Background: an optimization exercise with open tools, aiming at small area. Do not read the settings as production practice. Only simulation tests tie the RTL to the original design; equivalence was not proved. Power figures rest on the tool's default switching activity, not on a simulated workload.

==> design.v <==
module transmitter #(
    parameter int clock_freq = 50_000_000,
    parameter int baud = 9600
)(
    input  logic       clk,
    input  logic       rst,
    input  logic [7:0] data_in,
    input  logic       fifo_empty,
    output logic       fifo_read,
    output logic       transmit_wire,
    output logic       state_busy
);
    localparam int cycles_per_bit = clock_freq / baud;
    logic [10:0] frame;         
    localparam logic [12:0] LFSR_LAST = 13'd2255;
    localparam logic [12:0] LFSR_MASK = 13'b1011111011011;
    localparam logic [12:0] POLARITY = 13'b1010101010101;
    logic [12:0] bit_counter_q;
    wire  [12:0] bit_counter = bit_counter_q ^ POLARITY;
    wire idle    = ~|frame;
    wire bit_end = ((bit_counter ^ LFSR_LAST) & LFSR_MASK) == 13'd0;
    assign fifo_read  = idle & ~fifo_empty;
    assign state_busy = ~idle;
    always_ff @(posedge clk or posedge rst) begin
        if (rst)
            frame <= '0;
        else if (fifo_read)
            frame <= {1'b1, ^data_in, data_in, 1'b0};
        else if (bit_end)
            frame <= {1'b0, frame[10:1]};
    end
    always_ff @(posedge clk) begin
        if (idle | bit_end)
            bit_counter_q <= POLARITY;
        else
            bit_counter_q <= {bit_counter[11:0],
                              ~(bit_counter[12] ^ bit_counter[9])}
                             ^ POLARITY;
    end
    always_ff @(posedge clk or posedge rst) begin
        if (rst)
            transmit_wire <= 1'b1;
        else
            transmit_wire <= frame[0] | idle;
    end
endmodule
module receiver #(
        parameter int clk_freq = 50_000_000,
        parameter int baud = 9600
)(
        input  logic        clk,
        input  logic        rst,
        input  logic        data_trans,
        output logic [7:0]  data_received,
        output logic        state_busy,
        output logic [3:0]  phase,         
        output logic        tick,          
        output logic [4:0]  slot,          
        output logic        sample_bit,    
        output logic        send           
);
        localparam int cycles_per_bit = clk_freq / baud;
        localparam int SLOT_CYCLES = cycles_per_bit / 24;    
        localparam logic [7:0] TICK_STATE = 8'd128;
        localparam logic [7:0] TICK_MASK  = 8'b11111101;
        localparam logic [7:0] POLARITY   = 8'b10101010;
        logic [7:0] timer_q;
        wire  [7:0] timer = timer_q ^ POLARITY;
        logic [7:0] shift_reg;
        logic       prev_data;
        wire idle    = (phase == 4'd3);
        wire start0  = (phase == 4'd6);
        assign send  = (phase == 4'd2);
        assign tick  = ((timer ^ TICK_STATE) & TICK_MASK) == 8'd0;
        wire bit_end = tick & slot[4] & slot[2] & slot[1] & slot[0];
        assign state_busy = ~(idle | start0);
        assign sample_bit = shift_reg[7];
        always_ff @(posedge clk or posedge rst) begin
                if (rst)
                        prev_data <= 1'b1;
                else
                        prev_data <= data_trans;
        end
        always_ff @(posedge clk or posedge rst) begin
                if (rst)
                        phase <= 4'd3;
                else if (idle) begin
                        if (prev_data & ~data_trans)
                                phase <= 4'd6;
                end else if (bit_end | send | start0)
                        phase <= phase + 4'd1;
        end
        always_ff @(posedge clk) begin
                if (idle | start0 | tick)
                        timer_q <= POLARITY;
                else
                        timer_q <= {timer[6:0], ~(timer[7] ^ timer[2])} ^ POLARITY;
        end
        always_ff @(posedge clk) begin
                if (idle | start0)
                        slot <= 5'd12;
                else if (tick)
                        slot <= bit_end ? 5'd0 : slot + 5'd1;
        end
        always_ff @(posedge clk) begin
                if (bit_end & phase[3])
                        shift_reg <= {data_trans, shift_reg[7:1]};
        end
        always_ff @(posedge clk or posedge rst) begin
                if (rst)
                        data_received <= 8'd0;
                else if (send)
                        data_received <= shift_reg;
        end
endmodule
module scoring_model (
    input  logic        clk,
    input  logic        rst,
    input  logic [3:0]  phase,
    input  logic        tick,
    input  logic [4:0]  slot,
    input  logic        sample_bit,
    input  logic [2:0]  byte_index,
    input  logic        update,
    output logic [31:0] score,
    output logic        valid
);
    logic [22:0] acc_n;       
    logic        carry;
    logic [22:0] score_n;     
    logic        unscored;    
    wire after_sample = phase[3] ? (phase[2:0] != 3'd0) : (phase == 4'd0);
    wire field_end    = (phase == 4'd0) & byte_index[0];
    wire low8         = ~slot[4] & ~slot[3];
    wire rotate       = tick & after_sample & (~field_end | low8);
    logic [5:0] coeff;
    always_comb begin
        case (byte_index[2:1])
            2'd0: coeff = 6'd35;
            2'd1: coeff = 6'd30;
            2'd2: coeff = 6'd20;
            default: coeff = 6'd15;
        endcase
    end
    wire [7:0] coeff8 = {2'b00, coeff};
    wire addend = sample_bit & low8 & coeff8[slot[2:0]];
    wire clear = (byte_index == 3'd0) & (phase == 4'd9)
               & ~(slot[4] & slot[2] & slot[1] & slot[0]);
    wire a    = ~acc_n[0] & ~clear;
    wire sum  = a ^ addend ^ carry;
    wire cout = (a & addend) | (a & carry) | (addend & carry);
    always_ff @(posedge clk) begin
        if (rotate)
            acc_n <= {~sum, acc_n[22:1]};
        if (tick)
            carry <= rotate & cout;
    end
    always_ff @(posedge clk) begin
        if (update)
            score_n <= acc_n;
    end
    always_ff @(posedge clk or posedge rst) begin
        if (rst)
            unscored <= 1'b1;
        else if (update)
            unscored <= 1'b0;
    end
    assign score = {9'd0, ~(score_n | {23{unscored}})};
    assign valid = ~(unscored | update);
endmodule
module packet_assembler (
    input  logic       clk,
    input  logic       rst,
    input  logic       send,
    output logic [2:0] byte_index,
    output logic       update
);
    logic [3:0] count;
    always_ff @(posedge clk or posedge rst) begin
        if (rst)
            count <= 4'd0;
        else if (update)
            count <= 4'd0;
        else if (send | count[3])
            count <= count + 4'd1;
    end
    assign byte_index = count[2:0];
    assign update = count[3] & count[1];
endmodule
module uart_telemetry (
    input  logic        clk,
    input  logic        rst,
    input  logic [7:0]  tx_data,
    input  logic        tx_fifo_empty,
    output logic        tx_fifo_read,
    output logic        tx,
    output logic        tx_busy,
    input  logic        rx,
    output logic [7:0]  rx_data,
    output logic        rx_busy,
    output logic [31:0] score,
    output logic        score_valid
);
    logic [3:0]  rx_phase;
    logic        rx_tick;
    logic [4:0]  rx_slot;
    logic        rx_sample;
    logic        rx_send;
    logic [2:0]  byte_index;
    logic        update;
    transmitter #(
        .clock_freq(50_000_000),
        .baud(9600)
    ) u_transmitter (
        .clk(clk),
        .rst(rst),
        .data_in(tx_data),
        .fifo_empty(tx_fifo_empty),
        .fifo_read(tx_fifo_read),
        .transmit_wire(tx),
        .state_busy(tx_busy)
    );
    receiver #(
        .clk_freq(50_000_000),
        .baud(9600)
    ) u_receiver (
        .clk(clk),
        .rst(rst),
        .data_trans(rx),
        .data_received(rx_data),
        .state_busy(rx_busy),
        .phase(rx_phase),
        .tick(rx_tick),
        .slot(rx_slot),
        .sample_bit(rx_sample),
        .send(rx_send)
    );
    packet_assembler u_assembler (
        .clk(clk),
        .rst(rst),
        .send(rx_send),
        .byte_index(byte_index),
        .update(update)
    );
    scoring_model u_scoring (
        .clk(clk),
        .rst(rst),
        .phase(rx_phase),
        .tick(rx_tick),
        .slot(rx_slot),
        .sample_bit(rx_sample),
        .byte_index(byte_index),
        .update(update),
        .score(score),
        .valid(score_valid)
    );
endmodule
==> flow/run.sh <==
#!/bin/bash
# The standard layout (standard.sh) with these changes to how it is made:
#  - synthesis maps logic with an area-oriented abc script (area.abc) instead of
#    the speed script, and without the separate adder mapping step; register
#    mapping and naming are the standard synthesis's (synth_wrap.tcl);
#  - the port buffers inserted in global placement use the smallest buffer cell;
#  - clock tree synthesis adds no dummy loads to balance the leaf nets;
#  - the constant outputs share one tie cell (SKIP_REPAIR_TIE_FANOUT).
# The whole make output goes to standard_flow.log; each step logs under orfs/logs.
set -euo pipefail
here=$(pwd)
std_synth=$(grep -o 'SYNTH_SCRIPT=[^ ]*' standard.sh | head -1 | cut -d= -f2)
export FLOW_SYNTH_TCL="$std_synth"
export UART_ABC_SCRIPT="$here/flow/area.abc"
export BUFFER_PORTS_ARGS="-buffer_cell sky130_fd_sc_hd__buf_1"
export CTS_ARGS="-sink_clustering_enable -repair_clock_nets -buf_list sky130_fd_sc_hd__clkbuf_8 -dont_use_dummy_load -sink_clustering_size 24 -sink_clustering_max_diameter 120 -sink_clustering_buffer sky130_fd_sc_hd__clkbuf_8"
bash standard.sh SYNTH_SCRIPT="$here/flow/synth_wrap.tcl" ADDER_MAP_FILE= SKIP_REPAIR_TIE_FANOUT=1 finish > standard_flow.log 2>&1
==> flow/area.abc <==
&get -n
&st
&dch -f
&if -K 6 -a
&mfs
&st
&dch -f -x
&nf -R 2000 -E 0
&put
==> flow/synth_wrap.tcl <==
# The standard synthesis script (FLOW_SYNTH_TCL, the standard flow's own), except that
# abc maps the logic with the area-oriented script in UART_ABC_SCRIPT.
# Registers are mapped before abc runs, so they are the standard synthesis's.
proc abc {args} {
  set i [lsearch -exact $args -script]
  if {$i >= 0} {
    set args [lreplace $args [expr {$i + 1}] [expr {$i + 1}] $::env(UART_ABC_SCRIPT)]
  }
  yosys abc {*}$args
}
source $::env(FLOW_SYNTH_TCL)
==> standard.sh <==
#!/bin/bash
# synth_recipe.tcl (not shown) runs the flow's synth.tcl, then flattens the netlist and writes it again
# the make line also repeats each setting of config.mk as NAME=value (left out here)
make -C /OpenROAD-flow-scripts/flow DESIGN_CONFIG=/design/flow/config.mk WORK_HOME=/design/flow/orfs CLKGATE_MAP_FILE= SYNTH_SCRIPT=/design/flow/synth_recipe.tcl "${@:-finish}"
==> config.mk <==
export PLATFORM = sky130hd
export DESIGN_NAME = uart_telemetry
export DESIGN_NICKNAME = uart_telemetry
export VERILOG_FILES = /design/flow/design.v
export SDC_FILE = /design/flow/constraint.sdc
export NUM_CORES = 4
export LEC_CHECK = 0
export CAP_MARGIN = 0
export CORE_MARGIN = 2
export CORE_UTILIZATION = 65
export CTS_BUF_LIST = sky130_fd_sc_hd__clkbuf_8
export SLEW_MARGIN = 0
==> constraint.sdc <==
create_clock -name core_clock -period 20.0 [get_ports {clk}]
set_input_delay 4.0000 -clock core_clock [delete_from_list [all_inputs] [get_ports {clk}]]
set_output_delay 4.0000 -clock core_clock [all_outputs]
set_load 0.01 [all_outputs]
==> key figures <==
Run status
  – Status: finished clean

Cells and area
  – Area growth syn-to-layout: 8.63%
  – Largest regs: u_scoring.acc_n (23), u_scoring.score_n (23), u_transmitter.bit_counter_q (13)
  – Fill cells: 412
  – # diodes: 0
  – Register area: 2930 sq um
  – # nets final: 364
  – Most frequent cells in the layout: edfxtp_1, buf_1, nor2_1, nand2_1, dfxtp_1
  – Commonest non-fill, non-tap cell in the layout: edfxtp_1
  – Share of cells above drive strength 1: 4.86%
  – Area of the multi-input gates: 976 sq um

Detailed routing
  – Wire per inst: 15.0 microns
  – Drt drc: 0
  – Vias per cell: 5.47
  – Antenna Nets Post-Route: 0
  – Pre-antenna DRT Iters: 5
  – Iteration-0 DRC count of the detailed router: 114
  – Final wirelength: 6.37 mm
  – Vias: 2,324

Global routing
  – Initial antenna violation count: 0
  – Largest net degree at the start of global routing: 31
  – Total GRT Usage: 21.1%
  – First-pass GRT wire length: 10.5 mm
  – Number of global-route vias before repair: 2,285
  – Total gr overflow: 0

Worst hold path
  – Worst Hold Class: register to register
  – Min-Delay Startpoint: u_transmitter.bit_counter_q[11]
  – Worst hold stages: 1
  – Hold worst-path end: u_transmitter.bit_counter_q[12]

Setup path
  – Critical-path maximum fanout: 12
  – Worst EP arrival: 4.87 ns
  – CP Class: primary input to primary output
  – Worst R2R Path Depth: 9
  – Reg-to-reg endpoint: u_receiver.phase[2]
  – Critical Path End Type: primary output
  – Reg2Reg Launch Point: u_receiver.timer_q[2]
  – Critical path required time: 16.00 ns
  – Startpoint class of the critical path: primary input
  – R2r setup slk: 17.05 ns

Yosys
  – Yosys cell types: 33
  – Post-synth top area cell: edfxtp_1
  – Post-Syn Area: 3990 sq um
  – Synth top area share: 41.4%
  – Main area contributors after synthesis: edfxtp_1, dfrtp_1, dfxtp_1, nor2_1, dfstp_2
  – Share of the yosys chip area belonging to registers: 73.5%
  – Syn Nets: 313
  – Syn avg cell area: 13.2 sq um
  – Cells after Synth: 301
  – #FFs+latches synth: 111
  – Syn. warnings: 4

STA
  – Fmax: 0.113 GHz
  – Unrepaired setup endpoints after global routing: false
  – Slew headroom: 21.6%
  – Period utilization: 44.3%
  – Setup TNS: 0 ns
  – Slew Viols, Final: 0
  – Tightest Pin Transition: 1.18 ns
  – Layout Skew: 0.0328 ns
  – Period minus WS final: 8.87 ns
  – Worst setup margin: 11.14 ns
  – Final setup viols: 0
  – Final hold vios: 0

Floorplanning
  – Die W: 82.3 microns
  – Core region area: 5920 sq um
  – Die area: 6770 sq um
  – Initial core utilization: 67.3%
  – I/O pin cnt: 57
  – Die Ht: 82.3 microns
  – Row count: 28

Clock tree
  – Clk latency of the worst-skew pair: 0.36 ns
  – Postcts setup bufs: 0
  – CTS H-tree lvls: 3
  – Number of buffers created by CTS: 9
  – Hold Buf Count CTS: 0
  – Post_cts resized: 0
  – Root buffer cell: clkbuf_8
  – Worst-case clock buffer depth: 2
  – CTS tree: built
  – Clock Sinks: 111
  – Clock-pin slew on the worst setup and hold paths: 0.11 ns

Placed design
  – Gp weighted congestion: 0.824
  – Post-DP HPWL: 4.24 mm
  – Pre-CTS WS: 11.14 ns
  – Port Buffers: 47

Power
  – Int Pwr: 381 uW
  – Clock power share: 18.7%
  – Pwr Density: 125 nW/um^2
  – Sw Share: 29.9%
  – VDD IR max: 75.9 uV
  – Sequential share of power: 61.0%
  – P_leak: 0.00159 uW
  – Comb pwr share: 20.3%
  – Net Sw Power: 163 uW

Run
  – Maxcap violations: 0
-- power groups by stage --
| stage | clock [uW] | combinational (uW) | sequential, uW |
|---|---|---|---|
| 2_1_floorplan | 0 | 79.0 | 330 |
| 3_3_place_gp | 0 | 105 | 333 |
| 3_5_place_dp | 0 | 111 | 336 |
| 4_1_cts | 104 | 112 | 331 |
| 5_1_grt | 111 | 126 | 339 |
| 6_report | 102 | 110 | 332 |
-- cells in the mapped netlist (all sizes together) --
cell type,instances
a2111oi,1
a211oi,2
a21o,1
a21oi,17
a221oi,1
a311oi,1
a31oi,2
and2,3
and3,2
and4b,1
buf,9
clkinv,4
conb,1
dfrtp,25
dfstp,5
dfxtp,26
edfxtp,55
mux2,9
nand2,28
nand2b,4
nand3,4
nand4,2
nor2,46
nor2b,4
nor3,8
nor3b,1
nor4,3
nor4b,1
nor4bb,1
o21ai,17
o21ba,1
xnor2,10
xor2,6
-- final cells by class --
type                    instances  share of cell area (%)
flip-flops and latches        111                    67.7
repair buffers                 49                    4.42
multi-input cells             177                    22.5
well taps                      75                    2.17
inverters                       4                   0.347
clock buffers                   9                    2.86
-- routing by layer --
| layer | part of all wire [%] | wire [microns] | GRT usage [%] |
|---|---|---|---|
| met2 | 48 | 3050 | 33.9 |
| met3 | 4.5 | 284 | 3.80 |
| met4 | 1.5 | 95 | 9.33 |
| met5 | 0 | 0 | 0 |
| met1 | 46 | 2940 | 28.4 |
-- logic make-up (layout without fill, tap and decap cells) --
logic type	after synthesis	after routing	share of synthesized area, %
compound gates	43	43	6.06
xor+xnor	16	16	3.52
buf+inv	13	62	2.07
flops	111	111	73.5
mux	9	9	2.54
other cells	1	1	0.0941
simple gates	108	108	12.2
-- how the worst max path moves through the flow --
stage / start / endpoint / depth (start not counted)
after floorplan: tx_fifo_empty / tx_fifo_read / 1
after global placement: tx_fifo_empty / tx_fifo_read / 3
after detailed placement: tx_fifo_empty / tx_fifo_read / 3
after CTS: tx_fifo_empty / tx_fifo_read / 3
after global routing: tx_fifo_empty / tx_fifo_read / 3
final: tx_fifo_empty / tx_fifo_read / 3
-- critical path, cell delays in order --
cell	delay, ns
buf_1	0.07
nor2_1	0.58
buf_1	0.21
-- per-stage QoR --
stage | hold WS (ns) | area [sq um] | instances | total power [uW] | utilization (%)
2_1_floorplan | 0.343 | 3990 | 301 | 409 | -
3_3_place_gp | 0.345 | 4210 | 416 | 438 | 71.0
3_5_place_dp | 0.352 | 4210 | 416 | 447 | 71.0
4_1_cts | 0.379 | 4330 | 425 | 547 | 73.1
5_1_grt | 0.400 | 4330 | 425 | 576 | 73.1
6_report | 0.380 | 4330 | 425 | 543 | 73.1

-- separate check: timing with driven ports --
The results above use ideal ports. As a check the final layout listed here was re-extracted and re-timed, cells and wires unchanged. Step 1 (the two cells are an assumption about what drives the block):
set clk [get_ports {clk}]
set_driving_cell -lib_cell sky130_fd_sc_hd__clkbuf_16 $clk
set_driving_cell -lib_cell sky130_fd_sc_hd__buf_2 [delete_from_list [all_inputs] $clk]
Step 2 adds t to the input delays and takes it off the output delays; t is the mean of the earliest and latest rising clock arrival at the registers after step 1. Input paths then give back, and output paths get back, about the clock's delay inside the block. Slacks: no drivers / after step 1 / after step 2; pairs: no drivers / after step 1.
t (ns): 0.376
setup WS [ns]: 11.135 / 11.115 / 11.115
hold slack, ns: 0.380 / 0.380 / 0.380
worst setup path at the end: input to output
After both steps setup and hold are still met in this run. For this run, drivers alone change the setup slack by -0.020 ns; drivers and shift together by -0.020 ns.
